What follows belongs to an exercise in optimizing a design on an open flow for small area, a short achievable clock period and few clock cycles per item; a production flow would make more cautious choices.
Function was not checked in any run shown here: the RTL went through the layout flow alone.

==> flow/design.v (outline; a module is shown in full before it is edited, if it fits) <==
// module DSP_CONV1D: 439 lines
// module conv_mul_s1: 528 lines
// module conv_mul_s2: 317 lines
// module conv_booth_enc: 50 lines
module DSP_CONV1D #(
    parameter AXI_DATA_WIDTH = 32,
    parameter AXI_ADDR_WIDTH = 5,  
    parameter DSP_DATA_WIDTH = 32,
    parameter MAX_CONV_LEN = 256,
    parameter MAX_KERNEL_LEN = 32
)(
    input  s_axi_clk,
    input  s_axi_resetn,  
    input  [AXI_ADDR_WIDTH-1:0] s_axi_awaddr,
    input  s_axi_awvalid,
    output reg s_axi_awready,
    input  [AXI_DATA_WIDTH-1:0] s_axi_wdata,
    input  [AXI_DATA_WIDTH/8-1:0] s_axi_wstrb,
    input  s_axi_wvalid,
    output reg s_axi_wready,
    output reg  s_axi_bvalid,
    input  s_axi_bready,
    output reg [1:0] s_axi_bresp,
    input  [AXI_ADDR_WIDTH-1:0] s_axi_araddr,
    input  s_axi_arvalid,
    output reg s_axi_arready,
    output reg [AXI_DATA_WIDTH-1:0] s_axi_rdata,
    output reg [1:0] s_axi_rresp,
    output reg s_axi_rvalid,
    input  s_axi_rready,
    output interrupt_o,
    output reg [DSP_DATA_WIDTH-1:0] dsp_mem_addr_o,
    input  [DSP_DATA_WIDTH-1:0] dsp_mem_rdata_i,
    output reg dsp_mem_req_o,
    input  dsp_mem_ack_i,
    output reg dsp_mem_we_o,
    output reg [DSP_DATA_WIDTH-1:0] dsp_mem_wdata_o
);
  // ...
==> flow/flow/run.sh <==
#!/bin/bash
set -euo pipefail
bash standard.sh SETUP_SLACK_MARGIN=5.8 "BUFFER_PORTS_ARGS=-buffer_cell sky130_fd_sc_hd__buf_4" finish > standard_finish.log 2>&1
==> flow/standard.sh <==
#!/bin/bash
# synth_recipe.tcl (not shown) runs the flow's synth.tcl, then flattens the netlist and writes it again
# the make line also repeats each setting of config.mk as NAME=value (left out here)
make -C /OpenROAD-flow-scripts/flow DESIGN_CONFIG=/design/flow/config.mk WORK_HOME=/design/flow/orfs CLKGATE_MAP_FILE= SYNTH_SCRIPT=/design/flow/synth_recipe.tcl "${@:-finish}"
==> flow/config.mk <==
export PLATFORM = sky130hd
export DESIGN_NAME = DSP_CONV1D
export DESIGN_NICKNAME = DSP_CONV1D
export VERILOG_FILES = /design/flow/design.v
export SDC_FILE = /design/flow/constraint.sdc
export NUM_CORES = 8
export LEC_CHECK = 0
export ABC_CLOCK_PERIOD_IN_PS = 3000
export CAP_MARGIN = 20
export CORE_MARGIN = 2
export CORE_UTILIZATION = 40
export SLEW_MARGIN = 20
==> flow/constraint.sdc <==
create_clock -name core_clock -period 9.0 [get_ports {s_axi_clk}]
set_input_delay 1.8000 -clock core_clock [delete_from_list [all_inputs] [get_ports {s_axi_clk}]]
set_output_delay 1.8000 -clock core_clock [all_outputs]
set_load 0.01 [all_outputs]
==> report_table.html, run 1 <==
<table>
<tr><th>Metric</th><th>Value</th></tr>
<tr><th colspan="2">Finish</th></tr>
<tr><td>Summed area of non-filler cells in the final layout</td><td>59700 um^2</td></tr>
<tr><td>Area used by multi-input combinational logic</td><td>23200 um^2</td></tr>
<tr><th colspan="2">Critical path</th></tr>
<tr><td>Worst reg-to-reg setup slack</td><td>5860 ps</td></tr>
<tr><td>Maximum cell stage delay along the critical path</td><td>490 ps</td></tr>
<tr><th colspan="2">Timing</th></tr>
<tr><td>Max-slew headroom at the worst pin</td><td>29.5%</td></tr>
<tr><td>Worst hold margin</td><td>354 ps</td></tr>
<tr><td>Max Freq</td><td>314 MHz</td></tr>
<tr><th colspan="2">Routing</th></tr>
<tr><td>TritonRoute pass-1 iters</td><td>5</td></tr>
<tr><th colspan="2">Synth</th></tr>
<tr><td>Top cells by count, synth</td><td>530 x edfxtp_1, 363 x inv_1, 343 x xnor2_1</td></tr>
<tr><td>Top flip-flop cell by instance count after synthesis</td><td>edfxtp_1</td></tr>
<tr><td>Distinct cell type count after synthesis</td><td>89</td></tr>
<tr><td>Top-count cell post-synth</td><td>edfxtp_1</td></tr>
<tr><td>Post-Synth Adder-Cell Area</td><td>12.0%</td></tr>
<tr><td>Simple-Gate Fraction of Synth Area</td><td>7.18%</td></tr>
<tr><th colspan="2">Die</th></tr>
<tr><td>DIE WIDTH</td><td>366 um</td></tr>
<tr><td>Number of ports placed on the die boundary</td><td>194</td></tr>
<tr><th colspan="2">GRT</th></tr>
<tr><td>Routing usage on met3</td><td>3.17%</td></tr>
<tr><td>Most used routing layer</td><td>met2</td></tr>
<tr><td>Met2 global-route usage</td><td>29.7%</td></tr>
<tr><th colspan="2">Status</th></tr>
<tr><td>Run status</td><td>no timing/DRC/antenna violations</td></tr>
<tr><th colspan="2">Clock tree</th></tr>
<tr><td>Worst-case clock buffer depth</td><td>3</td></tr>
<tr><th colspan="2">Worst hold path</th></tr>
<tr><td>Class of the tightest hold or removal check</td><td>reg -&gt; reg</td></tr>
</table>
==> run 2: changes to the inputs <==
--- a/flow/design.v
+++ b/flow/design.v
@@ -28,18 +28,18 @@
     output reg [DSP_DATA_WIDTH-1:0] dsp_mem_addr_o,
     input  [DSP_DATA_WIDTH-1:0] dsp_mem_rdata_i,
     output reg dsp_mem_req_o,
     input  dsp_mem_ack_i,
     output reg dsp_mem_we_o,
     output reg [DSP_DATA_WIDTH-1:0] dsp_mem_wdata_o
 );
     localparam P   = 4;    
-    localparam SW  = (P > 2) ? $clog2(P) : 1;    
-    localparam R   = 6;    
+    localparam LP  = 2;    
+    localparam R   = 4;    
     localparam FD  = 3;    
     localparam WQD = 2;    
     localparam CTRL_REG_ADDR          = 5'h00;
     localparam STATUS_REG_ADDR        = 5'h04;
     localparam DATA_IN_ADDR_REG_ADDR  = 5'h08;
     localparam KERNEL_ADDR_REG_ADDR   = 5'h0C;
     localparam DATA_OUT_ADDR_REG_ADDR = 5'h10;
     localparam DATA_LEN_REG_ADDR      = 5'h14;
@@ -48,18 +48,17 @@
     reg busy_r;
     reg done_r;
     reg error_r;
     reg [31:0] data_in_addr_r;
     reg [31:0] kernel_addr_r;
     reg [31:0] data_out_addr_r;
     reg [31:0] data_len_r;
     reg [31:0] kernel_len_r;
-    reg irq_q;       
-    assign interrupt_o = irq_q;
+    assign interrupt_o = (done_r || error_r) && interrupt_enable_r;
     wire axi_write_fire_w = s_axi_awvalid && s_axi_awready && s_axi_wvalid && s_axi_wready;
     wire axi_read_fire_w  = s_axi_arvalid && s_axi_arready;
     wire start_cmd_w = axi_write_fire_w && (s_axi_awaddr == CTRL_REG_ADDR) && s_axi_wdata[0] && !busy_r;
     wire status_read_w = axi_read_fire_w && (s_axi_araddr == STATUS_REG_ADDR);
     always @(posedge s_axi_clk or negedge s_axi_resetn) begin
         if (!s_axi_resetn) begin
             s_axi_awready <= 1'b0;
             s_axi_wready  <= 1'b0;
@@ -143,63 +142,56 @@
     wire nhi_w  = (data_len_r[31:9] != 23'd0);
     wire nlt_w  = !nhi_w && (data_len_r[8:0] < {3'b0, kl6_w});
     wire nbig_w = nhi_w || (data_len_r[8:0] >= {3'b100, kl6_w});
     reg        inv_q;        
     reg [7:0]  nm1_q;        
     reg [5:0]  kl_q;         
     reg [8:0]  dlm1_q;       
     reg [7:0]  lasti_q;      
+    reg [8:0]  nblk_q;       
     reg        small_q;      
+    reg [LP-1:0] skip_q;     
     always @(posedge s_axi_clk) begin
         inv_q   <= kz_w || kbig_w || nlt_w || nbig_w;
         nm1_q   <= data_len_r[7:0] - {2'b0, kl6_w};
         kl_q    <= kl6_w;
         dlm1_q  <= data_len_r[8:0] - 9'd1;
         small_q <= (nm1_q < P - 1);
         lasti_q <= (nm1_q < P - 1) ? 8'd0 : (nm1_q + 8'd1 - P);
+        nblk_q  <= {1'b0, nm1_q >> LP} + 9'd1;
+        skip_q  <= (P - 1) - nm1_q[LP-1:0];
     end
     reg errp_q;      
     reg start_q;     
     wire finish_w;
-    wire inten_n = (axi_write_fire_w && s_axi_awaddr == CTRL_REG_ADDR) ? s_axi_wdata[1] : interrupt_enable_r;
-    reg done_n, error_n;
-    always @(*) begin
-        done_n = done_r;
-        error_n = error_r;
-        if (start_cmd_w) begin
-            done_n = 1'b0;
-            error_n = 1'b0;
-        end else if (finish_w || errp_q) begin
-            done_n = 1'b1;
-            error_n = errp_q;
-        end else if (status_read_w) begin
-            done_n = 1'b0;
-            error_n = 1'b0;
-        end
-    end
     always @(posedge s_axi_clk or negedge s_axi_resetn) begin
         if (!s_axi_resetn) begin
             busy_r  <= 1'b0;
             done_r  <= 1'b0;
             error_r <= 1'b0;
-            irq_q   <= 1'b0;
             errp_q  <= 1'b0;
             start_q <= 1'b0;
         end else begin
             start_q <= start_cmd_w && !inv_q;
-            done_r  <= done_n;
-            error_r <= error_n;
-            irq_q   <= inten_n && (done_n || error_n);
             if (start_cmd_w) begin
                 busy_r  <= 1'b1;
+                done_r  <= 1'b0;
+                error_r <= 1'b0;
                 errp_q  <= inv_q;
-            end else if (finish_w || errp_q) begin
-                busy_r  <= 1'b0;
-                errp_q  <= 1'b0;
+            end else begin
+                if (finish_w || errp_q) begin
+                    done_r  <= 1'b1;
+                    error_r <= errp_q;
+                    busy_r  <= 1'b0;
+                    errp_q  <= 1'b0;
+                end else if (status_read_w) begin
+                    done_r  <= 1'b0;
+                    error_r <= 1'b0;
+                end
             end
         end
     end
     localparam FPW = (FD > 1) ? $clog2(FD) : 1;
     reg [31:0]    fifo [0:FD-1];
     reg [FPW:0]   f_cnt, f_res;
     reg [FPW-1:0] f_rp, f_wp;
     reg           f_avail_q, f_roomy_q;
@@ -237,193 +229,193 @@
     reg           wcredit_q;     
     wire          wq_push;
     wire [31:0]   wq_din;
     wire          do_w;
     wire          w0_n;
     reg           v0, f0, w0;    
     reg           v1, f1, w1;
     reg  [WPW+1:0] w_pend;
+    wire [WPW+1:0] w_pend_n = w_pend + w0_n - do_w;
     always @(posedge s_axi_clk) begin
         if (wq_push) wq[wq_wp] <= wq_din;
     end
     always @(posedge s_axi_clk or negedge s_axi_resetn) begin
         if (!s_axi_resetn) begin
             wq_cnt <= 0; wq_rp <= 0; wq_wp <= 0;
             wq_ne_q <= 1'b0; wcredit_q <= 1'b1; w_pend <= 0;
         end else begin
             if (wq_push) wq_wp <= (wq_wp == WQD-1) ? 0 : wq_wp + 1'b1;
             if (do_w)    wq_rp <= (wq_rp == WQD-1) ? 0 : wq_rp + 1'b1;
             case ({wq_push, do_w})
                 2'b10: begin wq_cnt <= wq_cnt + 1'b1; wq_ne_q <= 1'b1; end
                 2'b01: begin wq_cnt <= wq_cnt - 1'b1; wq_ne_q <= (wq_cnt != 1); end
                 default: ;
             endcase
-            case ({w0_n, do_w})
-                2'b10: begin w_pend <= w_pend + 1'b1; wcredit_q <= (w_pend < WQD - 1); end
-                2'b01: begin w_pend <= w_pend - 1'b1; wcredit_q <= 1'b1; end
-                default: ;
-            endcase
+            w_pend <= w_pend_n;
+            wcredit_q <= (w_pend_n < WQD);
         end
     end
     reg        r_act;      
     reg        r_k;        
-    reg [SW:0] r_fill;     
+    reg [LP:0] r_fill;     
     reg [5:0]  r_kidx;     
+    reg [8:0]  r_nblk;     
     reg [7:0]  r_i;        
     reg [8:0]  rx_idx;     
-    wire [7:0] r_inext = (r_i + P >= lasti_q) ? lasti_q : r_i + P;
-    wire r_last = (r_i == lasti_q);
+    reg [31:0] raddr_q;    
+    reg        rv_q;       
+    wire [7:0] r_inext = (r_nblk == 9'd2) ? lasti_q : r_i + P;
     wire r_grpend = (r_fill == 1);
     wire r_blkend = r_grpend && (r_kidx == kl_q);
-    wire r_gen = do_r;
+    wire r_gen = r_act && (!rv_q || do_r);
+    wire [31:0] r_addr = (r_k ? kernel_addr_r : data_in_addr_r) + (r_k ? {26'd0, r_kidx} : {23'd0, rx_idx});
     always @(posedge s_axi_clk or negedge s_axi_resetn) begin
         if (!s_axi_resetn) begin
             r_act <= 1'b0;
+            rv_q  <= 1'b0;
         end else begin
             if (start_q) r_act <= 1'b1;
-            else if (r_gen && !r_k && r_blkend && r_last) r_act <= 1'b0;
+            else if (r_gen && !r_k && r_blkend && r_nblk == 9'd1) r_act <= 1'b0;
+            if (r_gen) rv_q <= 1'b1;
+            else if (do_r) rv_q <= 1'b0;
         end
     end
     always @(posedge s_axi_clk) begin
+        if (r_gen) raddr_q <= r_addr;
         if (start_q) begin
             r_k     <= 1'b1;
             r_kidx  <= 6'd0;
+            r_nblk  <= nblk_q;
             r_i     <= 8'd0;
             rx_idx  <= 9'd0;
         end else if (r_gen) begin
             if (r_k) begin
                 r_kidx  <= r_kidx + 6'd1;
                 r_k     <= 1'b0;
                 r_fill  <= (r_kidx == 6'd0) ? P : 1;
             end else begin
                 if (rx_idx != dlm1_q) rx_idx <= rx_idx + 9'd1;    
                 r_fill <= r_fill - 1'b1;
                 if (r_grpend) r_k <= 1'b1;
                 if (r_blkend) begin                  
                     r_kidx  <= 6'd0;
+                    r_nblk  <= r_nblk - 9'd1;
                     r_i     <= r_inext;
                     rx_idx  <= {1'b0, r_inext};
                 end
             end
         end
     end
     wire m_free = !dsp_mem_req_o || dsp_mem_ack_i;
-    wire want_r = r_act && (f_roomy_q || f_pop);
-    wire wsel = wq_ne_q && !(r_act && f_roomy_q && f_cnt < 2);
-    assign do_w = m_free && wsel;
-    assign do_r = m_free && !wsel && want_r;
-    reg [8:0]  w_idx;      
-    wire [31:0] kaddr_w = kernel_addr_r + {26'd0, r_kidx};
-    wire [31:0] xaddr_w = data_in_addr_r + {23'd0, rx_idx};
-    wire [31:0] raddr_w = r_k ? kaddr_w : xaddr_w;
-    wire [31:0] waddr_w = data_out_addr_r + {23'd0, w_idx};
-    wire [31:0] addr_nx = wsel ? waddr_w : raddr_w;
+    wire want_r = rv_q && (f_roomy_q || f_pop);
+    assign do_w = m_free && wq_ne_q;
+    assign do_r = m_free && !wq_ne_q && want_r;
+    reg [31:0] waddr_q;    
     always @(posedge s_axi_clk or negedge s_axi_resetn) begin
         if (!s_axi_resetn) begin
             dsp_mem_req_o <= 1'b0;
             dsp_mem_we_o  <= 1'b0;
         end else if (m_free) begin
             dsp_mem_req_o <= wq_ne_q || want_r;
-            dsp_mem_we_o  <= wsel;
+            dsp_mem_we_o  <= wq_ne_q;
         end
     end
     always @(posedge s_axi_clk) begin
         if (m_free) begin
-            dsp_mem_addr_o  <= addr_nx;
+            dsp_mem_addr_o  <= wq_ne_q ? waddr_q : raddr_q;
             dsp_mem_wdata_o <= wq[wq_rp];
         end
-        if (start_q) w_idx <= 9'd0;
-        else if (do_w) w_idx <= w_idx + 9'd1;
+        if (start_q) waddr_q <= data_out_addr_r;
+        else if (do_w) waddr_q <= waddr_q + 32'd1;
     end
     reg st_kload, st_run, st_flush, st_drain;
     reg [5:0]    c_tap;
-    reg [SW-1:0] c_slot;
-    reg [7:0]    c_i;        
-    reg [SW-1:0] skip_q;     
+    reg [LP-1:0] c_slot;
+    reg [8:0]    c_nblk;
     reg          c_first;    
     reg          t0, tl, s0, sl;    
+    reg [31:0] a_q;          
     reg [47:0] ksel_q;       
     reg [31:0] dl [0:P-2];   
     wire need_f = t0 || s0 || sl;
     wire wr_op  = t0 && !c_first;
     wire iss_run = st_run && (!need_f || f_avail_q) && (!wr_op || wcredit_q);
-    wire flush_wr = small_q ? (c_slot <= nm1_q) : (c_slot >= skip_q);
+    wire flush_wr = small_q ? ({1'b0, c_slot} <= nm1_q[LP:0]) : (c_slot >= skip_q);
     wire iss_flush = st_flush && (!flush_wr || wcredit_q);
     wire iss_kload = st_kload && f_avail_q;
     assign f_pop = iss_kload || (iss_run && need_f);
     assign w0_n = (iss_run && wr_op) || (iss_flush && flush_wr);
     wire [31:0] x_in = (t0 || sl) ? f_head : dl[0];
     wire [47:0] ksel_w;
     conv_booth_enc u_enc (.k(f_head), .sel(ksel_w));
     wire drained = !v0 && !v1 && !wq_ne_q && !dsp_mem_req_o;
     assign finish_w = st_drain && drained;
     integer di;
     always @(posedge s_axi_clk) begin
         if (iss_kload || (iss_run && s0 && !t0)) ksel_q <= ksel_w;
         if (iss_run) begin
+            a_q <= x_in;
             for (di = 0; di < P-2; di = di + 1) dl[di] <= dl[di+1];
             dl[P-2] <= x_in;
         end
     end
     always @(posedge s_axi_clk or negedge s_axi_resetn) begin
         if (!s_axi_resetn) begin
             st_kload <= 1'b0; st_run <= 1'b0; st_flush <= 1'b0; st_drain <= 1'b0;
-            c_tap <= 6'd0; c_slot <= 0; c_i <= 8'd0; skip_q <= 0; c_first <= 1'b0;
+            c_tap <= 6'd0; c_slot <= 0; c_nblk <= 9'd0; c_first <= 1'b0;
             t0 <= 1'b0; tl <= 1'b0; s0 <= 1'b0; sl <= 1'b0;
             v0 <= 1'b0; f0 <= 1'b0; w0 <= 1'b0;
             v1 <= 1'b0; f1 <= 1'b0; w1 <= 1'b0;
         end else begin
             v1 <= v0; f1 <= f0; w1 <= w0;
             v0 <= iss_run || iss_flush;
             f0 <= iss_run && t0;
             w0 <= w0_n;
             if (start_q) begin
                 st_kload <= 1'b1;
-                c_i <= 8'd0;
-                skip_q <= 0;
+                c_nblk <= nblk_q;
                 c_first <= 1'b1;
                 c_tap <= 6'd0; c_slot <= 0;
                 t0 <= 1'b1; tl <= (kl_q == 6'd1); s0 <= 1'b1; sl <= 1'b0;
             end
             if (iss_kload) begin
                 st_kload <= 1'b0;
                 st_run <= 1'b1;
             end
             if (iss_run || iss_flush) begin
-                c_slot <= sl ? 0 : c_slot + 1'b1;
+                c_slot <= c_slot + 1'b1;
                 s0 <= sl;
                 sl <= (c_slot == P-2);
             end
             if (iss_run && sl) begin
                 c_tap <= c_tap + 6'd1;
                 t0 <= 1'b0;
                 tl <= (c_tap + 6'd2 == kl_q);
                 if (tl) begin                        
                     c_tap <= 6'd0;
                     t0 <= 1'b1;
                     tl <= (kl_q == 6'd1);
                     c_first <= 1'b0;
-                    c_i <= (c_i + P >= lasti_q) ? lasti_q : c_i + P;
-                    if (c_i != lasti_q) skip_q <= c_i + P - lasti_q;
+                    c_nblk <= c_nblk - 9'd1;
                     st_run <= 1'b0;
-                    if (c_i == lasti_q) st_flush <= 1'b1;
+                    if (c_nblk == 9'd1) st_flush <= 1'b1;
                     else st_kload <= 1'b1;
                 end
             end
             if (iss_flush && sl) begin
                 st_flush <= 1'b0;
                 st_drain <= 1'b1;
             end
             if (finish_w) st_drain <= 1'b0;
         end
     end
     wire [R*32-1:0] rows_w;
     reg  [R*32-1:0] rows_q;
-    conv_mul_s1 u_s1 (.x(dl[P-2]), .sel(ksel_q), .rows(rows_w));
+    conv_mul_s1 u_s1 (.x(a_q), .sel(ksel_q), .rows(rows_w));
     always @(posedge s_axi_clk) rows_q <= rows_w;
     reg  [31:0] ring [0:P-2];
     reg  [31:0] rcs0, rcs1;
     wire [31:0] acc_in = f1 ? 32'd0 : ring[0];
     wire [31:0] q0_w, q1_w;
     conv_mul_s2 u_s2 (.rows(rows_q), .acc(acc_in), .q0(q0_w), .q1(q1_w));
     integer ri;
     always @(posedge s_axi_clk) begin
@@ -432,17 +424,17 @@
             ring[P-2] <= rcs0 + rcs1;
             rcs0 <= q0_w;
             rcs1 <= q1_w;
         end
     end
     assign wq_push   = v1 && w1;
     assign wq_din    = ring[0];
 endmodule
-module conv_mul_s1 (input [31:0] x, input [47:0] sel, output [191:0] rows);
+module conv_mul_s1 (input [31:0] x, input [47:0] sel, output [127:0] rows);
   wire p0_0 = (sel[0] & x[0]) ^ sel[2];
   wire p0_1 = ~((sel[0] & x[1]) | (sel[1] & x[0])) ^ ~sel[2];
   wire p0_2 = ~((sel[0] & x[2]) | (sel[1] & x[1])) ^ ~sel[2];
   wire p0_3 = ~((sel[0] & x[3]) | (sel[1] & x[2])) ^ ~sel[2];
   wire p0_4 = ~((sel[0] & x[4]) | (sel[1] & x[3])) ^ ~sel[2];
   wire p0_5 = ~((sel[0] & x[5]) | (sel[1] & x[4])) ^ ~sel[2];
   wire p0_6 = ~((sel[0] & x[6]) | (sel[1] & x[5])) ^ ~sel[2];
   wire p0_7 = ~((sel[0] & x[7]) | (sel[1] & x[6])) ^ ~sel[2];
@@ -958,19 +950,117 @@
   wire s246 = (s118 & s120) | (s118 & s122) | (s120 & s122);
   wire s247 = s124 ^ s125 ^ s127;
   wire s248 = (s124 & s125) | (s124 & s127) | (s125 & s127);
   wire s249 = s129 ^ s131 ^ sel[47];
   wire s250 = (s129 & s131) | (s129 & sel[47]) | (s131 & sel[47]);
   wire s251 = s126 ^ s128 ^ s130;
   wire s252 = s132 ^ s133 ^ s134;
   wire s253 = s135 ^ s136 ^ p15_1;
-  assign rows = {s253, s249, s243, s237, s231, s225, s219, s213, s207, s201, s195, s189, s183, s177, s171, s165, s159, sel[23], p6_1, sel[20], p5_1, sel[17], 1'b0, sel[14], 1'b0, 1'b0, 1'b0, 1'b0, 1'b0, 1'b0, 1'b0, 1'b0, s252, s247, s241, s235, s229, s223, s217, s211, s205, s199, s193, s187, s181, s175, s169, s163, s157, s153, p5_3, p6_0, p4_3, p5_0, p4_1, p4_0, 1'b0, sel[11], 1'b0, 1'b0, 1'b0, 1'b0, 1'b0, 1'b0, s251, s245, s239, s233, s227, s221, s215, s209, s203, s197, s191, s185, s179, s173, s167, s161, s155, s151, s147, p5_2, p3_5, p4_2, p3_3, p3_2, p3_1, p3_0, 1'b0, sel[8], 1'b0, 1'b0, 1'b0, 1'b0, s250, s244, s238, s232, s226, s220, s214, s208, s202, s196, s190, s184, s178, s172, s166, s160, s154, s149, s145, s143, p2_7, p3_4, p2_5, p2_4, p2_3, p2_2, p2_1, p2_0, 1'b0, sel[5], 1'b0, 1'b0, s248, s242, s236, s230, s224, s218, s212, s206, s200, s194, s188, s182, s176, s170, s164, s158, s152, s148, s144, s141, s139, p2_6, p1_7, p1_6, p1_5, p1_4, p1_3, p1_2, p1_1, p1_0, 1'b0, sel[2], s246, s240, s234, s228, s222, s216, s210, s204, s198, s192, s186, s180, s174, s168, s162, s156, s150, s146, s142, s140, s138, s137, p0_9, p0_8, p0_7, p0_6, p0_5, p0_4, p0_3, p0_2, p0_1, p0_0};
+  wire s254 = p0_6 ^ p1_4;
+  wire s255 = p0_6 & p1_4;
+  wire s256 = p0_7 ^ p1_5;
+  wire s257 = p0_7 & p1_5;
+  wire s258 = p0_8 ^ p1_6 ^ p2_4;
+  wire s259 = (p0_8 & p1_6) | (p0_8 & p2_4) | (p1_6 & p2_4);
+  wire s260 = p3_2 ^ p4_0;
+  wire s261 = p3_2 & p4_0;
+  wire s262 = p0_9 ^ p1_7 ^ p2_5;
+  wire s263 = (p0_9 & p1_7) | (p0_9 & p2_5) | (p1_7 & p2_5);
+  wire s264 = p3_3 ^ p4_1;
+  wire s265 = p3_3 & p4_1;
+  wire s266 = s137 ^ p2_6 ^ p3_4;
+  wire s267 = (s137 & p2_6) | (s137 & p3_4) | (p2_6 & p3_4);
+  wire s268 = p4_2 ^ p5_0 ^ sel[17];
+  wire s269 = (p4_2 & p5_0) | (p4_2 & sel[17]) | (p5_0 & sel[17]);
+  wire s270 = s138 ^ s139 ^ p2_7;
+  wire s271 = (s138 & s139) | (s138 & p2_7) | (s139 & p2_7);
+  wire s272 = p3_5 ^ p4_3 ^ p5_1;
+  wire s273 = (p3_5 & p4_3) | (p3_5 & p5_1) | (p4_3 & p5_1);
+  wire s274 = s140 ^ s141 ^ s143;
+  wire s275 = (s140 & s141) | (s140 & s143) | (s141 & s143);
+  wire s276 = p5_2 ^ p6_0 ^ sel[20];
+  wire s277 = (p5_2 & p6_0) | (p5_2 & sel[20]) | (p6_0 & sel[20]);
+  wire s278 = s142 ^ s144 ^ s145;
+  wire s279 = (s142 & s144) | (s142 & s145) | (s144 & s145);
+  wire s280 = s147 ^ p5_3 ^ p6_1;
+  wire s281 = (s147 & p5_3) | (s147 & p6_1) | (p5_3 & p6_1);
+  wire s282 = s146 ^ s148 ^ s149;
+  wire s283 = (s146 & s148) | (s146 & s149) | (s148 & s149);
+  wire s284 = s151 ^ s153 ^ sel[23];
+  wire s285 = (s151 & s153) | (s151 & sel[23]) | (s153 & sel[23]);
+  wire s286 = s150 ^ s152 ^ s154;
+  wire s287 = (s150 & s152) | (s150 & s154) | (s152 & s154);
+  wire s288 = s155 ^ s157 ^ s159;
+  wire s289 = (s155 & s157) | (s155 & s159) | (s157 & s159);
+  wire s290 = s156 ^ s158 ^ s160;
+  wire s291 = (s156 & s158) | (s156 & s160) | (s158 & s160);
+  wire s292 = s161 ^ s163 ^ s165;
+  wire s293 = (s161 & s163) | (s161 & s165) | (s163 & s165);
+  wire s294 = s162 ^ s164 ^ s166;
+  wire s295 = (s162 & s164) | (s162 & s166) | (s164 & s166);
+  wire s296 = s167 ^ s169 ^ s171;
+  wire s297 = (s167 & s169) | (s167 & s171) | (s169 & s171);
+  wire s298 = s168 ^ s170 ^ s172;
+  wire s299 = (s168 & s170) | (s168 & s172) | (s170 & s172);
+  wire s300 = s173 ^ s175 ^ s177;
+  wire s301 = (s173 & s175) | (s173 & s177) | (s175 & s177);
+  wire s302 = s174 ^ s176 ^ s178;
+  wire s303 = (s174 & s176) | (s174 & s178) | (s176 & s178);
+  wire s304 = s179 ^ s181 ^ s183;
+  wire s305 = (s179 & s181) | (s179 & s183) | (s181 & s183);
+  wire s306 = s180 ^ s182 ^ s184;
+  wire s307 = (s180 & s182) | (s180 & s184) | (s182 & s184);
+  wire s308 = s185 ^ s187 ^ s189;
+  wire s309 = (s185 & s187) | (s185 & s189) | (s187 & s189);
+  wire s310 = s186 ^ s188 ^ s190;
+  wire s311 = (s186 & s188) | (s186 & s190) | (s188 & s190);
+  wire s312 = s191 ^ s193 ^ s195;
+  wire s313 = (s191 & s193) | (s191 & s195) | (s193 & s195);
+  wire s314 = s192 ^ s194 ^ s196;
+  wire s315 = (s192 & s194) | (s192 & s196) | (s194 & s196);
+  wire s316 = s197 ^ s199 ^ s201;
+  wire s317 = (s197 & s199) | (s197 & s201) | (s199 & s201);
+  wire s318 = s198 ^ s200 ^ s202;
+  wire s319 = (s198 & s200) | (s198 & s202) | (s200 & s202);
+  wire s320 = s203 ^ s205 ^ s207;
+  wire s321 = (s203 & s205) | (s203 & s207) | (s205 & s207);
+  wire s322 = s204 ^ s206 ^ s208;
+  wire s323 = (s204 & s206) | (s204 & s208) | (s206 & s208);
+  wire s324 = s209 ^ s211 ^ s213;
+  wire s325 = (s209 & s211) | (s209 & s213) | (s211 & s213);
+  wire s326 = s210 ^ s212 ^ s214;
+  wire s327 = (s210 & s212) | (s210 & s214) | (s212 & s214);
+  wire s328 = s215 ^ s217 ^ s219;
+  wire s329 = (s215 & s217) | (s215 & s219) | (s217 & s219);
+  wire s330 = s216 ^ s218 ^ s220;
+  wire s331 = (s216 & s218) | (s216 & s220) | (s218 & s220);
+  wire s332 = s221 ^ s223 ^ s225;
+  wire s333 = (s221 & s223) | (s221 & s225) | (s223 & s225);
+  wire s334 = s222 ^ s224 ^ s226;
+  wire s335 = (s222 & s224) | (s222 & s226) | (s224 & s226);
+  wire s336 = s227 ^ s229 ^ s231;
+  wire s337 = (s227 & s229) | (s227 & s231) | (s229 & s231);
+  wire s338 = s228 ^ s230 ^ s232;
+  wire s339 = (s228 & s230) | (s228 & s232) | (s230 & s232);
+  wire s340 = s233 ^ s235 ^ s237;
+  wire s341 = (s233 & s235) | (s233 & s237) | (s235 & s237);
+  wire s342 = s234 ^ s236 ^ s238;
+  wire s343 = (s234 & s236) | (s234 & s238) | (s236 & s238);
+  wire s344 = s239 ^ s241 ^ s243;
+  wire s345 = (s239 & s241) | (s239 & s243) | (s241 & s243);
+  wire s346 = s240 ^ s242 ^ s244;
+  wire s347 = (s240 & s242) | (s240 & s244) | (s242 & s244);
+  wire s348 = s245 ^ s247 ^ s249;
+  wire s349 = (s245 & s247) | (s245 & s249) | (s247 & s249);
+  wire s350 = s246 ^ s248 ^ s250;
+  wire s351 = s251 ^ s252 ^ s253;
+  assign rows = {s351, s348, s344, s340, s336, s332, s328, s324, s320, s316, s312, s308, s304, s300, s296, s292, s288, s284, s280, s276, s272, s268, s264, sel[14], p3_1, sel[11], 1'b0, sel[8], 1'b0, 1'b0, 1'b0, 1'b0, s350, s346, s342, s338, s334, s330, s326, s322, s318, s314, s310, s306, s302, s298, s294, s290, s286, s282, s278, s274, s270, s266, s262, s260, p2_3, p3_0, p2_1, p2_0, 1'b0, sel[5], 1'b0, 1'b0, s349, s345, s341, s337, s333, s329, s325, s321, s317, s313, s309, s305, s301, s297, s293, s289, s285, s281, s277, s273, s269, s265, s261, s258, s256, p2_2, p1_3, p1_2, p1_1, p1_0, 1'b0, sel[2], s347, s343, s339, s335, s331, s327, s323, s319, s315, s311, s307, s303, s299, s295, s291, s287, s283, s279, s275, s271, s267, s263, s259, s257, s255, s254, p0_5, p0_4, p0_3, p0_2, p0_1, p0_0};
 endmodule
-module conv_mul_s2 (input [191:0] rows, input [31:0] acc, output [31:0] q0, output [31:0] q1);
+module conv_mul_s2 (input [127:0] rows, input [31:0] acc, output [31:0] q0, output [31:0] q1);
   wire u1 = rows[0] ^ rows[32];
   wire u2 = rows[0] & rows[32];
   wire u3 = rows[1] ^ rows[33] ^ rows[65];
   wire u4 = (rows[1] & rows[33]) | (rows[1] & rows[65]) | (rows[33] & rows[65]);
   wire u5 = rows[2] ^ rows[34] ^ rows[66];
   wire u6 = (rows[2] & rows[34]) | (rows[2] & rows[66]) | (rows[34] & rows[66]);
   wire u7 = rows[3] ^ rows[35] ^ rows[67];
   wire u8 = (rows[3] & rows[35]) | (rows[3] & rows[67]) | (rows[35] & rows[67]);
@@ -1024,268 +1114,144 @@
   wire u56 = (rows[27] & rows[59]) | (rows[27] & rows[91]) | (rows[59] & rows[91]);
   wire u57 = rows[28] ^ rows[60] ^ rows[92];
   wire u58 = (rows[28] & rows[60]) | (rows[28] & rows[92]) | (rows[60] & rows[92]);
   wire u59 = rows[29] ^ rows[61] ^ rows[93];
   wire u60 = (rows[29] & rows[61]) | (rows[29] & rows[93]) | (rows[61] & rows[93]);
   wire u61 = rows[30] ^ rows[62] ^ rows[94];
   wire u62 = (rows[30] & rows[62]) | (rows[30] & rows[94]) | (rows[62] & rows[94]);
   wire u63 = rows[31] ^ rows[63] ^ rows[95];
-  wire u64 = u1 ^ rows[64] ^ rows[96];
-  wire u65 = (u1 & rows[64]) | (u1 & rows[96]) | (rows[64] & rows[96]);
+  wire u64 = u1 ^ rows[64];
+  wire u65 = u1 & rows[64];
   wire u66 = u2 ^ u3 ^ rows[97];
   wire u67 = (u2 & u3) | (u2 & rows[97]) | (u3 & rows[97]);
-  wire u68 = rows[129] ^ rows[161];
-  wire u69 = rows[129] & rows[161];
-  wire u70 = u4 ^ u5 ^ rows[98];
-  wire u71 = (u4 & u5) | (u4 & rows[98]) | (u5 & rows[98]);
-  wire u72 = rows[130] ^ rows[162] ^ acc[2];
-  wire u73 = (rows[130] & rows[162]) | (rows[130] & acc[2]) | (rows[162] & acc[2]);
-  wire u74 = u6 ^ u7 ^ rows[99];
-  wire u75 = (u6 & u7) | (u6 & rows[99]) | (u7 & rows[99]);
-  wire u76 = rows[131] ^ rows[163] ^ acc[3];
-  wire u77 = (rows[131] & rows[163]) | (rows[131] & acc[3]) | (rows[163] & acc[3]);
-  wire u78 = u8 ^ u9 ^ rows[100];
-  wire u79 = (u8 & u9) | (u8 & rows[100]) | (u9 & rows[100]);
-  wire u80 = rows[132] ^ rows[164] ^ acc[4];
-  wire u81 = (rows[132] & rows[164]) | (rows[132] & acc[4]) | (rows[164] & acc[4]);
-  wire u82 = u10 ^ u11 ^ rows[101];
-  wire u83 = (u10 & u11) | (u10 & rows[101]) | (u11 & rows[101]);
-  wire u84 = rows[133] ^ rows[165] ^ acc[5];
-  wire u85 = (rows[133] & rows[165]) | (rows[133] & acc[5]) | (rows[165] & acc[5]);
-  wire u86 = u12 ^ u13 ^ rows[102];
-  wire u87 = (u12 & u13) | (u12 & rows[102]) | (u13 & rows[102]);
-  wire u88 = rows[134] ^ rows[166] ^ acc[6];
-  wire u89 = (rows[134] & rows[166]) | (rows[134] & acc[6]) | (rows[166] & acc[6]);
-  wire u90 = u14 ^ u15 ^ rows[103];
-  wire u91 = (u14 & u15) | (u14 & rows[103]) | (u15 & rows[103]);
-  wire u92 = rows[135] ^ rows[167] ^ acc[7];
-  wire u93 = (rows[135] & rows[167]) | (rows[135] & acc[7]) | (rows[167] & acc[7]);
-  wire u94 = u16 ^ u17 ^ rows[104];
-  wire u95 = (u16 & u17) | (u16 & rows[104]) | (u17 & rows[104]);
-  wire u96 = rows[136] ^ rows[168] ^ acc[8];
-  wire u97 = (rows[136] & rows[168]) | (rows[136] & acc[8]) | (rows[168] & acc[8]);
-  wire u98 = u18 ^ u19 ^ rows[105];
-  wire u99 = (u18 & u19) | (u18 & rows[105]) | (u19 & rows[105]);
-  wire u100 = rows[137] ^ rows[169] ^ acc[9];
-  wire u101 = (rows[137] & rows[169]) | (rows[137] & acc[9]) | (rows[169] & acc[9]);
-  wire u102 = u20 ^ u21 ^ rows[106];
-  wire u103 = (u20 & u21) | (u20 & rows[106]) | (u21 & rows[106]);
-  wire u104 = rows[138] ^ rows[170] ^ acc[10];
-  wire u105 = (rows[138] & rows[170]) | (rows[138] & acc[10]) | (rows[170] & acc[10]);
-  wire u106 = u22 ^ u23 ^ rows[107];
-  wire u107 = (u22 & u23) | (u22 & rows[107]) | (u23 & rows[107]);
-  wire u108 = rows[139] ^ rows[171] ^ acc[11];
-  wire u109 = (rows[139] & rows[171]) | (rows[139] & acc[11]) | (rows[171] & acc[11]);
-  wire u110 = u24 ^ u25 ^ rows[108];
-  wire u111 = (u24 & u25) | (u24 & rows[108]) | (u25 & rows[108]);
-  wire u112 = rows[140] ^ rows[172] ^ acc[12];
-  wire u113 = (rows[140] & rows[172]) | (rows[140] & acc[12]) | (rows[172] & acc[12]);
-  wire u114 = u26 ^ u27 ^ rows[109];
-  wire u115 = (u26 & u27) | (u26 & rows[109]) | (u27 & rows[109]);
-  wire u116 = rows[141] ^ rows[173] ^ acc[13];
-  wire u117 = (rows[141] & rows[173]) | (rows[141] & acc[13]) | (rows[173] & acc[13]);
-  wire u118 = u28 ^ u29 ^ rows[110];
-  wire u119 = (u28 & u29) | (u28 & rows[110]) | (u29 & rows[110]);
-  wire u120 = rows[142] ^ rows[174] ^ acc[14];
-  wire u121 = (rows[142] & rows[174]) | (rows[142] & acc[14]) | (rows[174] & acc[14]);
-  wire u122 = u30 ^ u31 ^ rows[111];
-  wire u123 = (u30 & u31) | (u30 & rows[111]) | (u31 & rows[111]);
-  wire u124 = rows[143] ^ rows[175] ^ acc[15];
-  wire u125 = (rows[143] & rows[175]) | (rows[143] & acc[15]) | (rows[175] & acc[15]);
-  wire u126 = u32 ^ u33 ^ rows[112];
-  wire u127 = (u32 & u33) | (u32 & rows[112]) | (u33 & rows[112]);
-  wire u128 = rows[144] ^ rows[176] ^ acc[16];
-  wire u129 = (rows[144] & rows[176]) | (rows[144] & acc[16]) | (rows[176] & acc[16]);
-  wire u130 = u34 ^ u35 ^ rows[113];
-  wire u131 = (u34 & u35) | (u34 & rows[113]) | (u35 & rows[113]);
-  wire u132 = rows[145] ^ rows[177] ^ acc[17];
-  wire u133 = (rows[145] & rows[177]) | (rows[145] & acc[17]) | (rows[177] & acc[17]);
-  wire u134 = u36 ^ u37 ^ rows[114];
-  wire u135 = (u36 & u37) | (u36 & rows[114]) | (u37 & rows[114]);
-  wire u136 = rows[146] ^ rows[178] ^ acc[18];
-  wire u137 = (rows[146] & rows[178]) | (rows[146] & acc[18]) | (rows[178] & acc[18]);
-  wire u138 = u38 ^ u39 ^ rows[115];
-  wire u139 = (u38 & u39) | (u38 & rows[115]) | (u39 & rows[115]);
-  wire u140 = rows[147] ^ rows[179] ^ acc[19];
-  wire u141 = (rows[147] & rows[179]) | (rows[147] & acc[19]) | (rows[179] & acc[19]);
-  wire u142 = u40 ^ u41 ^ rows[116];
-  wire u143 = (u40 & u41) | (u40 & rows[116]) | (u41 & rows[116]);
-  wire u144 = rows[148] ^ rows[180] ^ acc[20];
-  wire u145 = (rows[148] & rows[180]) | (rows[148] & acc[20]) | (rows[180] & acc[20]);
-  wire u146 = u42 ^ u43 ^ rows[117];
-  wire u147 = (u42 & u43) | (u42 & rows[117]) | (u43 & rows[117]);
-  wire u148 = rows[149] ^ rows[181] ^ acc[21];
-  wire u149 = (rows[149] & rows[181]) | (rows[149] & acc[21]) | (rows[181] & acc[21]);
-  wire u150 = u44 ^ u45 ^ rows[118];
-  wire u151 = (u44 & u45) | (u44 & rows[118]) | (u45 & rows[118]);
-  wire u152 = rows[150] ^ rows[182] ^ acc[22];
-  wire u153 = (rows[150] & rows[182]) | (rows[150] & acc[22]) | (rows[182] & acc[22]);
-  wire u154 = u46 ^ u47 ^ rows[119];
-  wire u155 = (u46 & u47) | (u46 & rows[119]) | (u47 & rows[119]);
-  wire u156 = rows[151] ^ rows[183] ^ acc[23];
-  wire u157 = (rows[151] & rows[183]) | (rows[151] & acc[23]) | (rows[183] & acc[23]);
-  wire u158 = u48 ^ u49 ^ rows[120];
-  wire u159 = (u48 & u49) | (u48 & rows[120]) | (u49 & rows[120]);
-  wire u160 = rows[152] ^ rows[184] ^ acc[24];
-  wire u161 = (rows[152] & rows[184]) | (rows[152] & acc[24]) | (rows[184] & acc[24]);
-  wire u162 = u50 ^ u51 ^ rows[121];
-  wire u163 = (u50 & u51) | (u50 & rows[121]) | (u51 & rows[121]);
-  wire u164 = rows[153] ^ rows[185] ^ acc[25];
-  wire u165 = (rows[153] & rows[185]) | (rows[153] & acc[25]) | (rows[185] & acc[25]);
-  wire u166 = u52 ^ u53 ^ rows[122];
-  wire u167 = (u52 & u53) | (u52 & rows[122]) | (u53 & rows[122]);
-  wire u168 = rows[154] ^ rows[186] ^ acc[26];
-  wire u169 = (rows[154] & rows[186]) | (rows[154] & acc[26]) | (rows[186] & acc[26]);
-  wire u170 = u54 ^ u55 ^ rows[123];
-  wire u171 = (u54 & u55) | (u54 & rows[123]) | (u55 & rows[123]);
-  wire u172 = rows[155] ^ rows[187] ^ acc[27];
-  wire u173 = (rows[155] & rows[187]) | (rows[155] & acc[27]) | (rows[187] & acc[27]);
-  wire u174 = u56 ^ u57 ^ rows[124];
-  wire u175 = (u56 & u57) | (u56 & rows[124]) | (u57 & rows[124]);
-  wire u176 = rows[156] ^ rows[188] ^ acc[28];
-  wire u177 = (rows[156] & rows[188]) | (rows[156] & acc[28]) | (rows[188] & acc[28]);
-  wire u178 = u58 ^ u59 ^ rows[125];
-  wire u179 = (u58 & u59) | (u58 & rows[125]) | (u59 & rows[125]);
-  wire u180 = rows[157] ^ rows[189] ^ acc[29];
-  wire u181 = (rows[157] & rows[189]) | (rows[157] & acc[29]) | (rows[189] & acc[29]);
-  wire u182 = u60 ^ u61 ^ rows[126];
-  wire u183 = (u60 & u61) | (u60 & rows[126]) | (u61 & rows[126]);
-  wire u184 = rows[158] ^ rows[190] ^ acc[30];
-  wire u185 = (rows[158] & rows[190]) | (rows[158] & acc[30]) | (rows[190] & acc[30]);
-  wire u186 = u62 ^ u63 ^ rows[127];
-  wire u187 = rows[159] ^ rows[191] ^ acc[31];
-  wire u188 = u64 ^ rows[128];
-  wire u189 = u64 & rows[128];
-  wire u190 = u65 ^ u66 ^ u68;
-  wire u191 = (u65 & u66) | (u65 & u68) | (u66 & u68);
-  wire u192 = u67 ^ u69 ^ u70;
-  wire u193 = (u67 & u69) | (u67 & u70) | (u69 & u70);
-  wire u194 = u71 ^ u73 ^ u74;
-  wire u195 = (u71 & u73) | (u71 & u74) | (u73 & u74);
-  wire u196 = u75 ^ u77 ^ u78;
-  wire u197 = (u75 & u77) | (u75 & u78) | (u77 & u78);
-  wire u198 = u79 ^ u81 ^ u82;
-  wire u199 = (u79 & u81) | (u79 & u82) | (u81 & u82);
-  wire u200 = u83 ^ u85 ^ u86;
-  wire u201 = (u83 & u85) | (u83 & u86) | (u85 & u86);
-  wire u202 = u87 ^ u89 ^ u90;
-  wire u203 = (u87 & u89) | (u87 & u90) | (u89 & u90);
-  wire u204 = u91 ^ u93 ^ u94;
-  wire u205 = (u91 & u93) | (u91 & u94) | (u93 & u94);
-  wire u206 = u95 ^ u97 ^ u98;
-  wire u207 = (u95 & u97) | (u95 & u98) | (u97 & u98);
-  wire u208 = u99 ^ u101 ^ u102;
-  wire u209 = (u99 & u101) | (u99 & u102) | (u101 & u102);
-  wire u210 = u103 ^ u105 ^ u106;
-  wire u211 = (u103 & u105) | (u103 & u106) | (u105 & u106);
-  wire u212 = u107 ^ u109 ^ u110;
-  wire u213 = (u107 & u109) | (u107 & u110) | (u109 & u110);
-  wire u214 = u111 ^ u113 ^ u114;
-  wire u215 = (u111 & u113) | (u111 & u114) | (u113 & u114);
-  wire u216 = u115 ^ u117 ^ u118;
-  wire u217 = (u115 & u117) | (u115 & u118) | (u117 & u118);
-  wire u218 = u119 ^ u121 ^ u122;
-  wire u219 = (u119 & u121) | (u119 & u122) | (u121 & u122);
-  wire u220 = u123 ^ u125 ^ u126;
-  wire u221 = (u123 & u125) | (u123 & u126) | (u125 & u126);
-  wire u222 = u127 ^ u129 ^ u130;
-  wire u223 = (u127 & u129) | (u127 & u130) | (u129 & u130);
-  wire u224 = u131 ^ u133 ^ u134;
-  wire u225 = (u131 & u133) | (u131 & u134) | (u133 & u134);
-  wire u226 = u135 ^ u137 ^ u138;
-  wire u227 = (u135 & u137) | (u135 & u138) | (u137 & u138);
-  wire u228 = u139 ^ u141 ^ u142;
-  wire u229 = (u139 & u141) | (u139 & u142) | (u141 & u142);
-  wire u230 = u143 ^ u145 ^ u146;
-  wire u231 = (u143 & u145) | (u143 & u146) | (u145 & u146);
-  wire u232 = u147 ^ u149 ^ u150;
-  wire u233 = (u147 & u149) | (u147 & u150) | (u149 & u150);
-  wire u234 = u151 ^ u153 ^ u154;
-  wire u235 = (u151 & u153) | (u151 & u154) | (u153 & u154);
-  wire u236 = u155 ^ u157 ^ u158;
-  wire u237 = (u155 & u157) | (u155 & u158) | (u157 & u158);
-  wire u238 = u159 ^ u161 ^ u162;
-  wire u239 = (u159 & u161) | (u159 & u162) | (u161 & u162);
-  wire u240 = u163 ^ u165 ^ u166;
-  wire u241 = (u163 & u165) | (u163 & u166) | (u165 & u166);
-  wire u242 = u167 ^ u169 ^ u170;
-  wire u243 = (u167 & u169) | (u167 & u170) | (u169 & u170);
-  wire u244 = u171 ^ u173 ^ u174;
-  wire u245 = (u171 & u173) | (u171 & u174) | (u173 & u174);
-  wire u246 = u175 ^ u177 ^ u178;
-  wire u247 = (u175 & u177) | (u175 & u178) | (u177 & u178);
-  wire u248 = u179 ^ u181 ^ u182;
-  wire u249 = (u179 & u181) | (u179 & u182) | (u181 & u182);
-  wire u250 = u183 ^ u185 ^ u186;
-  wire u251 = u188 ^ rows[160];
-  wire u252 = u188 & rows[160];
-  wire u253 = u189 ^ u190 ^ acc[1];
-  wire u254 = (u189 & u190) | (u189 & acc[1]) | (u190 & acc[1]);
-  wire u255 = u191 ^ u192 ^ u72;
-  wire u256 = (u191 & u192) | (u191 & u72) | (u192 & u72);
-  wire u257 = u193 ^ u194 ^ u76;
-  wire u258 = (u193 & u194) | (u193 & u76) | (u194 & u76);
-  wire u259 = u195 ^ u196 ^ u80;
-  wire u260 = (u195 & u196) | (u195 & u80) | (u196 & u80);
-  wire u261 = u197 ^ u198 ^ u84;
-  wire u262 = (u197 & u198) | (u197 & u84) | (u198 & u84);
-  wire u263 = u199 ^ u200 ^ u88;
-  wire u264 = (u199 & u200) | (u199 & u88) | (u200 & u88);
-  wire u265 = u201 ^ u202 ^ u92;
-  wire u266 = (u201 & u202) | (u201 & u92) | (u202 & u92);
-  wire u267 = u203 ^ u204 ^ u96;
-  wire u268 = (u203 & u204) | (u203 & u96) | (u204 & u96);
-  wire u269 = u205 ^ u206 ^ u100;
-  wire u270 = (u205 & u206) | (u205 & u100) | (u206 & u100);
-  wire u271 = u207 ^ u208 ^ u104;
-  wire u272 = (u207 & u208) | (u207 & u104) | (u208 & u104);
-  wire u273 = u209 ^ u210 ^ u108;
-  wire u274 = (u209 & u210) | (u209 & u108) | (u210 & u108);
-  wire u275 = u211 ^ u212 ^ u112;
-  wire u276 = (u211 & u212) | (u211 & u112) | (u212 & u112);
-  wire u277 = u213 ^ u214 ^ u116;
-  wire u278 = (u213 & u214) | (u213 & u116) | (u214 & u116);
-  wire u279 = u215 ^ u216 ^ u120;
-  wire u280 = (u215 & u216) | (u215 & u120) | (u216 & u120);
-  wire u281 = u217 ^ u218 ^ u124;
-  wire u282 = (u217 & u218) | (u217 & u124) | (u218 & u124);
-  wire u283 = u219 ^ u220 ^ u128;
-  wire u284 = (u219 & u220) | (u219 & u128) | (u220 & u128);
-  wire u285 = u221 ^ u222 ^ u132;
-  wire u286 = (u221 & u222) | (u221 & u132) | (u222 & u132);
-  wire u287 = u223 ^ u224 ^ u136;
-  wire u288 = (u223 & u224) | (u223 & u136) | (u224 & u136);
-  wire u289 = u225 ^ u226 ^ u140;
-  wire u290 = (u225 & u226) | (u225 & u140) | (u226 & u140);
-  wire u291 = u227 ^ u228 ^ u144;
-  wire u292 = (u227 & u228) | (u227 & u144) | (u228 & u144);
-  wire u293 = u229 ^ u230 ^ u148;
-  wire u294 = (u229 & u230) | (u229 & u148) | (u230 & u148);
-  wire u295 = u231 ^ u232 ^ u152;
-  wire u296 = (u231 & u232) | (u231 & u152) | (u232 & u152);
-  wire u297 = u233 ^ u234 ^ u156;
-  wire u298 = (u233 & u234) | (u233 & u156) | (u234 & u156);
-  wire u299 = u235 ^ u236 ^ u160;
-  wire u300 = (u235 & u236) | (u235 & u160) | (u236 & u160);
-  wire u301 = u237 ^ u238 ^ u164;
-  wire u302 = (u237 & u238) | (u237 & u164) | (u238 & u164);
-  wire u303 = u239 ^ u240 ^ u168;
-  wire u304 = (u239 & u240) | (u239 & u168) | (u240 & u168);
-  wire u305 = u241 ^ u242 ^ u172;
-  wire u306 = (u241 & u242) | (u241 & u172) | (u242 & u172);
-  wire u307 = u243 ^ u244 ^ u176;
-  wire u308 = (u243 & u244) | (u243 & u176) | (u244 & u176);
-  wire u309 = u245 ^ u246 ^ u180;
-  wire u310 = (u245 & u246) | (u245 & u180) | (u246 & u180);
-  wire u311 = u247 ^ u248 ^ u184;
-  wire u312 = (u247 & u248) | (u247 & u184) | (u248 & u184);
-  wire u313 = u249 ^ u250 ^ u187;
-  assign q0 = {u312, u310, u308, u306, u304, u302, u300, u298, u296, u294, u292, u290, u288, u286, u284, u282, u280, u278, u276, u274, u272, u270, u268, u266, u264, u262, u260, u258, u256, u254, u252, u251};
-  assign q1 = {u313, u311, u309, u307, u305, u303, u301, u299, u297, u295, u293, u291, u289, u287, u285, u283, u281, u279, u277, u275, u273, u271, u269, u267, u265, u263, u261, u259, u257, u255, u253, acc[0]};
+  wire u68 = u4 ^ u5 ^ rows[98];
+  wire u69 = (u4 & u5) | (u4 & rows[98]) | (u5 & rows[98]);
+  wire u70 = u6 ^ u7 ^ rows[99];
+  wire u71 = (u6 & u7) | (u6 & rows[99]) | (u7 & rows[99]);
+  wire u72 = u8 ^ u9 ^ rows[100];
+  wire u73 = (u8 & u9) | (u8 & rows[100]) | (u9 & rows[100]);
+  wire u74 = u10 ^ u11 ^ rows[101];
+  wire u75 = (u10 & u11) | (u10 & rows[101]) | (u11 & rows[101]);
+  wire u76 = u12 ^ u13 ^ rows[102];
+  wire u77 = (u12 & u13) | (u12 & rows[102]) | (u13 & rows[102]);
+  wire u78 = u14 ^ u15 ^ rows[103];
+  wire u79 = (u14 & u15) | (u14 & rows[103]) | (u15 & rows[103]);
+  wire u80 = u16 ^ u17 ^ rows[104];
+  wire u81 = (u16 & u17) | (u16 & rows[104]) | (u17 & rows[104]);
+  wire u82 = u18 ^ u19 ^ rows[105];
+  wire u83 = (u18 & u19) | (u18 & rows[105]) | (u19 & rows[105]);
+  wire u84 = u20 ^ u21 ^ rows[106];
+  wire u85 = (u20 & u21) | (u20 & rows[106]) | (u21 & rows[106]);
+  wire u86 = u22 ^ u23 ^ rows[107];
+  wire u87 = (u22 & u23) | (u22 & rows[107]) | (u23 & rows[107]);
+  wire u88 = u24 ^ u25 ^ rows[108];
+  wire u89 = (u24 & u25) | (u24 & rows[108]) | (u25 & rows[108]);
+  wire u90 = u26 ^ u27 ^ rows[109];
+  wire u91 = (u26 & u27) | (u26 & rows[109]) | (u27 & rows[109]);
+  wire u92 = u28 ^ u29 ^ rows[110];
+  wire u93 = (u28 & u29) | (u28 & rows[110]) | (u29 & rows[110]);
+  wire u94 = u30 ^ u31 ^ rows[111];
+  wire u95 = (u30 & u31) | (u30 & rows[111]) | (u31 & rows[111]);
+  wire u96 = u32 ^ u33 ^ rows[112];
+  wire u97 = (u32 & u33) | (u32 & rows[112]) | (u33 & rows[112]);
+  wire u98 = u34 ^ u35 ^ rows[113];
+  wire u99 = (u34 & u35) | (u34 & rows[113]) | (u35 & rows[113]);
+  wire u100 = u36 ^ u37 ^ rows[114];
+  wire u101 = (u36 & u37) | (u36 & rows[114]) | (u37 & rows[114]);
+  wire u102 = u38 ^ u39 ^ rows[115];
+  wire u103 = (u38 & u39) | (u38 & rows[115]) | (u39 & rows[115]);
+  wire u104 = u40 ^ u41 ^ rows[116];
+  wire u105 = (u40 & u41) | (u40 & rows[116]) | (u41 & rows[116]);
+  wire u106 = u42 ^ u43 ^ rows[117];
+  wire u107 = (u42 & u43) | (u42 & rows[117]) | (u43 & rows[117]);
+  wire u108 = u44 ^ u45 ^ rows[118];
+  wire u109 = (u44 & u45) | (u44 & rows[118]) | (u45 & rows[118]);
+  wire u110 = u46 ^ u47 ^ rows[119];
+  wire u111 = (u46 & u47) | (u46 & rows[119]) | (u47 & rows[119]);
+  wire u112 = u48 ^ u49 ^ rows[120];
+  wire u113 = (u48 & u49) | (u48 & rows[120]) | (u49 & rows[120]);
+  wire u114 = u50 ^ u51 ^ rows[121];
+  wire u115 = (u50 & u51) | (u50 & rows[121]) | (u51 & rows[121]);
+  wire u116 = u52 ^ u53 ^ rows[122];
+  wire u117 = (u52 & u53) | (u52 & rows[122]) | (u53 & rows[122]);
+  wire u118 = u54 ^ u55 ^ rows[123];
+  wire u119 = (u54 & u55) | (u54 & rows[123]) | (u55 & rows[123]);
+  wire u120 = u56 ^ u57 ^ rows[124];
+  wire u121 = (u56 & u57) | (u56 & rows[124]) | (u57 & rows[124]);
+  wire u122 = u58 ^ u59 ^ rows[125];
+  wire u123 = (u58 & u59) | (u58 & rows[125]) | (u59 & rows[125]);
+  wire u124 = u60 ^ u61 ^ rows[126];
+  wire u125 = (u60 & u61) | (u60 & rows[126]) | (u61 & rows[126]);
+  wire u126 = u62 ^ u63 ^ rows[127];
+  wire u127 = u64 ^ rows[96];
+  wire u128 = u64 & rows[96];
+  wire u129 = u65 ^ u66 ^ acc[1];
+  wire u130 = (u65 & u66) | (u65 & acc[1]) | (u66 & acc[1]);
+  wire u131 = u67 ^ u68 ^ acc[2];
+  wire u132 = (u67 & u68) | (u67 & acc[2]) | (u68 & acc[2]);
+  wire u133 = u69 ^ u70 ^ acc[3];
+  wire u134 = (u69 & u70) | (u69 & acc[3]) | (u70 & acc[3]);
+  wire u135 = u71 ^ u72 ^ acc[4];
+  wire u136 = (u71 & u72) | (u71 & acc[4]) | (u72 & acc[4]);
+  wire u137 = u73 ^ u74 ^ acc[5];
+  wire u138 = (u73 & u74) | (u73 & acc[5]) | (u74 & acc[5]);
+  wire u139 = u75 ^ u76 ^ acc[6];
+  wire u140 = (u75 & u76) | (u75 & acc[6]) | (u76 & acc[6]);
+  wire u141 = u77 ^ u78 ^ acc[7];
+  wire u142 = (u77 & u78) | (u77 & acc[7]) | (u78 & acc[7]);
+  wire u143 = u79 ^ u80 ^ acc[8];
+  wire u144 = (u79 & u80) | (u79 & acc[8]) | (u80 & acc[8]);
+  wire u145 = u81 ^ u82 ^ acc[9];
+  wire u146 = (u81 & u82) | (u81 & acc[9]) | (u82 & acc[9]);
+  wire u147 = u83 ^ u84 ^ acc[10];
+  wire u148 = (u83 & u84) | (u83 & acc[10]) | (u84 & acc[10]);
+  wire u149 = u85 ^ u86 ^ acc[11];
+  wire u150 = (u85 & u86) | (u85 & acc[11]) | (u86 & acc[11]);
+  wire u151 = u87 ^ u88 ^ acc[12];
+  wire u152 = (u87 & u88) | (u87 & acc[12]) | (u88 & acc[12]);
+  wire u153 = u89 ^ u90 ^ acc[13];
+  wire u154 = (u89 & u90) | (u89 & acc[13]) | (u90 & acc[13]);
+  wire u155 = u91 ^ u92 ^ acc[14];
+  wire u156 = (u91 & u92) | (u91 & acc[14]) | (u92 & acc[14]);
+  wire u157 = u93 ^ u94 ^ acc[15];
+  wire u158 = (u93 & u94) | (u93 & acc[15]) | (u94 & acc[15]);
+  wire u159 = u95 ^ u96 ^ acc[16];
+  wire u160 = (u95 & u96) | (u95 & acc[16]) | (u96 & acc[16]);
+  wire u161 = u97 ^ u98 ^ acc[17];
+  wire u162 = (u97 & u98) | (u97 & acc[17]) | (u98 & acc[17]);
+  wire u163 = u99 ^ u100 ^ acc[18];
+  wire u164 = (u99 & u100) | (u99 & acc[18]) | (u100 & acc[18]);
+  wire u165 = u101 ^ u102 ^ acc[19];
+  wire u166 = (u101 & u102) | (u101 & acc[19]) | (u102 & acc[19]);
+  wire u167 = u103 ^ u104 ^ acc[20];
+  wire u168 = (u103 & u104) | (u103 & acc[20]) | (u104 & acc[20]);
+  wire u169 = u105 ^ u106 ^ acc[21];
+  wire u170 = (u105 & u106) | (u105 & acc[21]) | (u106 & acc[21]);
+  wire u171 = u107 ^ u108 ^ acc[22];
+  wire u172 = (u107 & u108) | (u107 & acc[22]) | (u108 & acc[22]);
+  wire u173 = u109 ^ u110 ^ acc[23];
+  wire u174 = (u109 & u110) | (u109 & acc[23]) | (u110 & acc[23]);
+  wire u175 = u111 ^ u112 ^ acc[24];
+  wire u176 = (u111 & u112) | (u111 & acc[24]) | (u112 & acc[24]);
+  wire u177 = u113 ^ u114 ^ acc[25];
+  wire u178 = (u113 & u114) | (u113 & acc[25]) | (u114 & acc[25]);
+  wire u179 = u115 ^ u116 ^ acc[26];
+  wire u180 = (u115 & u116) | (u115 & acc[26]) | (u116 & acc[26]);
+  wire u181 = u117 ^ u118 ^ acc[27];
+  wire u182 = (u117 & u118) | (u117 & acc[27]) | (u118 & acc[27]);
+  wire u183 = u119 ^ u120 ^ acc[28];
+  wire u184 = (u119 & u120) | (u119 & acc[28]) | (u120 & acc[28]);
+  wire u185 = u121 ^ u122 ^ acc[29];
+  wire u186 = (u121 & u122) | (u121 & acc[29]) | (u122 & acc[29]);
+  wire u187 = u123 ^ u124 ^ acc[30];
+  wire u188 = (u123 & u124) | (u123 & acc[30]) | (u124 & acc[30]);
+  wire u189 = u125 ^ u126 ^ acc[31];
+  assign q0 = {u188, u186, u184, u182, u180, u178, u176, u174, u172, u170, u168, u166, u164, u162, u160, u158, u156, u154, u152, u150, u148, u146, u144, u142, u140, u138, u136, u134, u132, u130, u128, u127};
+  assign q1 = {u189, u187, u185, u183, u181, u179, u177, u175, u173, u171, u169, u167, u165, u163, u161, u159, u157, u155, u153, u151, u149, u147, u145, u143, u141, u139, u137, u135, u133, u131, u129, acc[0]};
 endmodule
 module conv_booth_enc (input [31:0] k, output [47:0] sel);
   assign sel[0] = k[0] ^ 1'b0;
   assign sel[1] = (k[1] & ~k[0] & ~1'b0) | (~k[1] & k[0] & 1'b0);
   assign sel[2] = k[1];
   assign sel[3] = k[2] ^ k[1];
   assign sel[4] = (k[3] & ~k[2] & ~k[1]) | (~k[3] & k[2] & k[1]);
   assign sel[5] = k[3];
==> flow/run.sh (new file) <==
#!/bin/bash
# synth_recipe.tcl (not shown) runs the flow's synth.tcl, then flattens the netlist and writes it again
# the make line also repeats each setting of config.mk as NAME=value (left out here)
make -C /OpenROAD-flow-scripts/flow DESIGN_CONFIG=/design/flow/config.mk WORK_HOME=/design/flow/orfs CLKGATE_MAP_FILE= SYNTH_SCRIPT=/design/flow/synth_recipe.tcl finish
--- a/flow/config.mk
+++ b/flow/config.mk
@@ -4,9 +4,10 @@
 export VERILOG_FILES = /design/flow/design.v
 export SDC_FILE = /design/flow/constraint.sdc
 export NUM_CORES = 8
 export LEC_CHECK = 0
 export ABC_CLOCK_PERIOD_IN_PS = 3000
 export CAP_MARGIN = 20
 export CORE_MARGIN = 2
 export CORE_UTILIZATION = 40
+export SETUP_SLACK_MARGIN = 5
 export SLEW_MARGIN = 20
removed: flow/flow/run.sh
removed: flow/standard.sh
==> run 2 against run 1 <==
Against the previous run: count of clock-buffer cells in the layout grew 18; hold slack lost 38 ps; maximum frequency shrank 18%; cell count shrank 3.3%; first-iteration DRC count grew 3.5%.
==> report_table.html, run 2 <==
<table>
<tr><th>Metric</th><th>Value</th></tr>
<tr><th colspan="2">Timing</th></tr>
<tr><td>Worst hold margin</td><td>316 ps (-38.2 ps)</td></tr>
<tr><td>Max Freq</td><td>258 MHz (-18%)</td></tr>
<tr><td>Max-slew headroom at the worst pin</td><td>23.3% (-6.2 points)</td></tr>
<tr><td>Final-report setup violation count</td><td>0</td></tr>
<tr><td>Minimum period implied by the final worst setup slack</td><td>3870 ps</td></tr>
<tr><td>Transition at the pin with the smallest max-transition slack</td><td>1150 ps</td></tr>
<tr><th colspan="2">Synth</th></tr>
<tr><td>Fraction of synthesis flops using an asynchronous set or reset pin</td><td>24.7%</td></tr>
<tr><td>Distinct cell type count after synthesis</td><td>70 (-21%)</td></tr>
<tr><td>Multiplexer fraction of the synthesized cell area</td><td>6.60%</td></tr>
<tr><td>Simple-Gate Fraction of Synth Area</td><td>5.89% (-1.3 points)</td></tr>
<tr><td>Top-count cell post-synth</td><td>edfxtp_1</td></tr>
<tr><td>Post-Synth Adder-Cell Area</td><td>11.2% (-0.79 points)</td></tr>
<tr><td>Top cells by count, synth</td><td>603 x edfxtp_1, 330 x inv_1, 306 x a22oi_1</td></tr>
<tr><td>Compound-gate portion of the synthesized area</td><td>9.92%</td></tr>
<tr><td>Cell count after synthesis</td><td>4160</td></tr>
<tr><td>Yosys warnings</td><td>3</td></tr>
<tr><td>Top flip-flop cell by instance count after synthesis</td><td>edfxtp_1</td></tr>
<tr><td>Number of enable flip-flop cells after synthesis</td><td>603</td></tr>
<tr><th colspan="2">Die</th></tr>
<tr><td>Number of ports placed on the die boundary</td><td>194 (unchanged)</td></tr>
<tr><td>Initial Utilization</td><td>40.3%</td></tr>
<tr><td>DIE WIDTH</td><td>365 um (-0.24%)</td></tr>
<tr><th colspan="2">Routing</th></tr>
<tr><td>Highest routed metal layer</td><td>met4</td></tr>
<tr><td>TritonRoute pass-1 iters</td><td>6 (+1)</td></tr>
<tr><td>Via count normalized by instance count</td><td>5.31</td></tr>
<tr><th colspan="2">GRT</th></tr>
<tr><td>Overflow after GRT</td><td>0</td></tr>
<tr><th colspan="2">Finish</th></tr>
<tr><td>Total inserted antenna cells</td><td>0</td></tr>
<tr><td>Register ranked first by flip-flop count</td><td>rows_q</td></tr>
<tr><td>Summed area of non-filler cells in the final layout</td><td>59700 um^2 (about the same)</td></tr>
<tr><th colspan="2">Status</th></tr>
<tr><td>Run status</td><td>no timing/DRC/antenna violations</td></tr>
<tr><th colspan="2">Worst hold path</th></tr>
<tr><td>Class of the tightest hold or removal check</td><td>reg -&gt; reg</td></tr>
<tr><th colspan="2">Critical path</th></tr>
<tr><td>Data required time of the critical path</td><td>9580 ps</td></tr>
<tr><td>Maximum cell stage delay along the critical path</td><td>1110 ps (+620 ps)</td></tr>
<tr><th colspan="2">Clock tree</th></tr>
<tr><td>Worst-case clock buffer depth</td><td>3 (unchanged)</td></tr>
<tr><th colspan="2">Place</th></tr>
<tr><td>RD Place Congestion</td><td>0.864</td></tr>
</table>
## run 2: changes by cell type in the layout (fill, tap and decap cells not counted), moves of 47 or more
cell / previous run / this run
a22oi_1: 258 / 306
buf_4: 254 / 63
clkdlybuf4s50_1: 0 / 184
dfxtp_1: 232 / 184
edfxtp_1: 530 / 603
mux2_2: 173 / 245
nor2_1: 196 / 149
xnor2_1: 343 / 276
## run 2: final timing paths
path	start	end	slack, ps	cells after the start
setup / recovery	ksel_q[13]	rows_q[124]	5130	7
hold / removal	w0	w1	320	0
setup reg to reg	ksel_q[13]	rows_q[124]	5130	7
hold reg to reg	w0	w1	320	0
max in group asynchronous	s_axi_resetn	wq_ne_q	6200	2
min in group asynchronous	s_axi_resetn	kernel_addr_r[19]	1120	1
## run 2: area by class of cell
cell class / count / area [um^2]
sequential: 1047 / 28300
fill: 11700 / 69800
tap: 1742 / 2180
timing repair buffer: 251 / 2390
clock buffer: 156 / 3120
clock inverter: 53 / 611
inverter: 330 / 1240
multi-input combinational: 2545 / 21900
## run 2: per-layer routing
layer / up-vias / GRT usage (%)
met5: - / 0
met4: 0 / 5.29
met3: 185 / 3.28
met2: 1060 / 29.1
met1: 16300 / 29.0
li1: 14900 / -
## run 2: stage by stage
step           utilization [%]  worst slack, ps  instances
3_3_place_gp              43.2             4070       5911
5_1_grt                   46.1             5020       6124
6_report                  46.1             5130       6124
4_1_cts                   46.1             4990       6120
2_1_floorplan                -             4930       4163
3_5_place_dp              43.2             4050       5911
## run 2: repair_timing
| action | CTS | global route |
|---|---|---|
| resized for setup | 4 | 10 |
| hold endpoints to repair | 0 | 0 |
| buffers inserted | 0 | 2 |
| gates cloned | 0 | 1 |
| endpoints found under the setup margin | 24 | 31 |
## run 2: kinds of logic (layout without fill, tap and decap cells)
logic type | Yosys count | after routing
DFF | 1047 | 1047
AOI/OAI and AO/OA | 778 | 778
and+or+nand+nor | 644 | 645
buffers and inverters | 572 | 790
xor gates and xnor gates | 471 | 471
adders and majority gates | 334 | 334
muxes | 313 | 313
other | 1 | 4

-- port drivers added, routing unchanged --
No port has a modelled driver above. Below, the same layouts with a new extraction and two added sets of constraints.
Step 1 assumes that a clkbuf_16 drives the clock port and a buf_2 every other input.
Step 2, shift: input delay + t, output delay - t, t = (earliest + latest rising clock arrival at the registers) / 2. This alone moves slack from input paths to output paths.
Slacks: ideal ports / drivers / drivers and shift; pairs: ideal ports / drivers.
run | t, ns | setup WS [ns] | hold WS [ns]
run 1 | 0.789 | 5.817 / 5.739 / 5.156 | 0.354 / 0.354 / 0.354
run 2 | 0.800 | 5.130 / 5.067 / 4.395 | 0.316 / 0.316 / 0.316
After both steps setup and hold are still met in every run listed. The setup slack of run 2, which loses most, moves by -0.063 ns with the drivers and by -0.735 ns with both steps.
